Background: an optimization exercise with open tools, aiming at small area and a short achievable clock period. Do not read the settings as production practice. The RTL was checked by simulation tests, not by an equivalence proof against the original design.

==> build 10 <==
## notch_filter_q15
module notch_filter_q15 (
    input logic clk,
    input logic reset,
    input logic signed [15:0] x_in,
    output logic signed [15:0] y_out,
    input logic signed [15:0] b0,
    input logic signed [15:0] b1,
    input logic signed [15:0] b2,
    input logic signed [15:0] a1,
    input logic signed [15:0] a2
);
export LEC_CHECK = 0
export ABC_AREA = 1
export CAP_MARGIN = 20
export CORE_MARGIN = 2
export CORE_UTILIZATION = 55
export CTS_BUF_LIST = sky130_fd_sc_hd__clkbuf_4 sky130_fd_sc_hd__clkbuf_8
export SLEW_MARGIN = 20
export SYNTH_HIERARCHICAL = 1
export SYNTH_MINIMUM_KEEP_SIZE = 0
create_clock -name core_clock -period 20.5 [get_ports {clk}]
standard.sh (not shown) runs the stock make flow with config.mk's settings and CLKGATE_MAP_FILE= SYNTH_SCRIPT=/design/flow/synth_recipe.tcl, a recipe that flattens the netlist after the stock synthesis.
==> flow/flow/run.sh <==
#!/bin/bash
# The standard layout (standard.sh), with two changes to how it is made:
#  - every input and output port still gets its own buffer, but a plain
#    buf_1 (the resizer upsizes it where timing needs it) instead of the
#    clkdlybuf4s50_1 that buffer_ports picks by default;
#  - timing repair aims at a setup margin of 5 ns.
# Clock period, constraints and the synthesis are the standard flow's own.
export BUFFER_PORTS_ARGS="-buffer_cell sky130_fd_sc_hd__buf_1"
export SETUP_SLACK_MARGIN=5
bash standard.sh > standard.log 2>&1
==> trial 70 (differences from build 10) <==
--- a/flow/flow/run.sh
+++ b/flow/flow/run.sh
@@ -8,3 +8,4 @@
 export BUFFER_PORTS_ARGS="-buffer_cell sky130_fd_sc_hd__buf_1"
 export SETUP_SLACK_MARGIN=5
+export REMOVE_ABC_BUFFERS=1
 bash standard.sh > standard.log 2>&1
==> run summary <==
In build 10 the utilization is lower than in trial 70, by 0.59 points. Between trial 70 and build 10, the lower clock-buffer cell count is in build 10 (gap 1). Final cell count: trial 70 is larger than build 10 (0.47%). Against trial 70, the cell area of build 10 is lower by 1.0%. Sequential share of layout area is about the same in build 10 and trial 70. Routed wire length: trial 70 is smaller than build 10 (about 1%). Of trial 70 and build 10, build 10 has the higher critical path depth (gap 9).
==> figures <==
Area Growth Syn to Fin: build 10 4.61%; trial 70 5.67%
RD Place Congestion: build 10 0.884; trial 70 0.931
Fraction of standard cell area in multi-input logic: build 10 0.864; trial 70 0.860
Met2 demand-to-capacity share in global routing: build 10 0.570; trial 70 0.565
Metal1 wirelength: build 10 60400 um; trial 70 59100 um
Worst setup skew after layout: build 10 0.0269 ns; trial 70 0.0246 ns
Status: build 10 no timing/DRC/antenna violations; trial 70 no timing/DRC/antenna violations
Critical path peak fanout: build 10 30; trial 70 18
Cell with the most instances on the worst path: build 10 sky130_fd_sc_hd__fa_1; trial 70 sky130_fd_sc_hd__nand2_1
Register-to-register path setup slack: build 10 8.79 ns; trial 70 8.89 ns
Final design instance area without fill: build 10 46200 um^2; trial 70 46600 um^2
Share of final layout cell area taken by clock buffers and inverters: build 10 0.00380; trial 70 0.00499
Slew at the pin with the worst max-slew slack: build 10 1.16 ns; trial 70 1.11 ns
Non-clock buffer share: build 10 0.0450; trial 70 0.0495
Number of buffers other than clock buffers in the final layout: build 10 278; trial 70 304
Buffers and inverters on the worst path: build 10 7; trial 70 5

* * *

==> 12-16: inputs <==
notch_filter_q15, a different RTL version from the one above (not shown whole).
Settings: LEC_CHECK=0, ABC_AREA=1, CAP_MARGIN=20, CORE_MARGIN=2, CORE_UTILIZATION=40, SETUP_SLACK_MARGIN=5, SLEW_MARGIN=20, SYNTH_HIERARCHICAL=1, SYNTH_MINIMUM_KEEP_SIZE=0; clock period 20.5 ns.
run.sh (not shown) runs the stock make flow with config.mk's settings and CLKGATE_MAP_FILE= SYNTH_SCRIPT=/design/flow/synth_recipe.tcl, a recipe that flattens the netlist after the stock synthesis.
Stock flow here: none of the scripts above is used.
==> 04-08: changes against 12-16 <==
==> flow/flow/run.sh (new file) <==
#!/bin/bash
export SETUP_SLACK_MARGIN=${NF_SETUP_MARGIN:-8}
bash standard.sh > standard.log 2>&1
==> flow/standard.sh (new file) <==
#!/bin/bash
# synth_recipe.tcl (not shown) runs the flow's synth.tcl, then flattens the netlist and writes it again
# the make line also repeats each setting of config.mk as NAME=value (left out here)
make -C /OpenROAD-flow-scripts/flow DESIGN_CONFIG=/design/flow/config.mk WORK_HOME=/design/flow/orfs CLKGATE_MAP_FILE= SYNTH_SCRIPT=/design/flow/synth_recipe.tcl "${@:-finish}"
Settings changed: SETUP_SLACK_MARGIN 5 to default.
removed: flow/run.sh
==> comparison table <==
Top routing layer in use: 04-08 met5; 12-16 met4
Slew of the pin with the lowest slew margin: 04-08 1.10 ns; 12-16 1.12 ns
Final critical-path required period: 04-08 14.58 ns; 12-16 15.11 ns
Design Area, Final: 04-08 50300 µm²; 12-16 47500 µm²
First-pass GRT wire length: 04-08 247000 µm; 12-16 233000 µm
Fraction of final layout cells sized beyond drive strength 1: 04-08 0.140; 12-16 0.0826
Reg clk slew, reported paths: 04-08 0.06 ns; 12-16 0.05 ns
Critical register-to-register path startpoint: 04-08 w1[19]; 12-16 w2[4]
Grt met2 use: 04-08 0.450; 12-16 0.428
FF-to-FF path depth: 04-08 42; 12-16 40
Critical path depth: 04-08 45; 12-16 43
Number of nets in the layout: 04-08 5940; 12-16 5836
Result of the run: 04-08 complete, no violations; 12-16 complete, no violations
Detailed route wirelength on metal3: 04-08 17500 µm; 12-16 14200 µm
Setup WS pre-CTS: 04-08 3.58 ns; 12-16 3.09 ns
Unrepaired setup endpoints after global routing: 04-08 true; 12-16 false
Area used by multi-input combinational logic: 04-08 40900 µm²; 12-16 39600 µm²
Number of buffers other than clock buffers in the final layout: 04-08 415; 12-16 318
WHS Endpoint: 04-08 w2[8]; 12-16 w2[17]
Worst slack on hold paths: 04-08 0.373 ns; 12-16 0.378 ns
Setup skew after layout: 04-08 0.0180 ns; 12-16 0.0165 ns
Data required time of the worst path: 04-08 20.74 ns; 12-16 20.72 ns
DRT iter0 DRCs: 04-08 4251; 12-16 3897

==> re-timing with driven ports <==
Ports are ideal in the flow. The routed layouts listed here were re-timed in OpenROAD.
Step 1 assumes that a clkbuf_16 drives the clock port and a buf_2 every other input.
Step 2 adds t to the input delays and takes it off the output delays; t is the mean of the earliest and latest rising clock arrival at the registers after step 1. Input paths then give back, and output paths get back, about the clock's delay inside the block.
a / b / c = ideal / step 1 / step 2; a / b = the first two.
run | t, ns | setup slack, ns | worst data-port slew with drivers (ns)
build 10 | 0.434 | 5.605 / 5.619 / 5.185 | 0.12
trial 70 | 0.395 | 5.533 / 5.535 / 5.140 | 0.07
12-16 | 0.377 | 5.392 / 5.385 / 5.008 | 0.10
04-08 | 0.382 | 5.918 / 5.900 / 5.518 | 0.09
After both steps setup and hold are still met in every run listed. The setup slack of build 10, which loses most, moves by +0.014 ns with the drivers and by -0.420 ns with both steps.
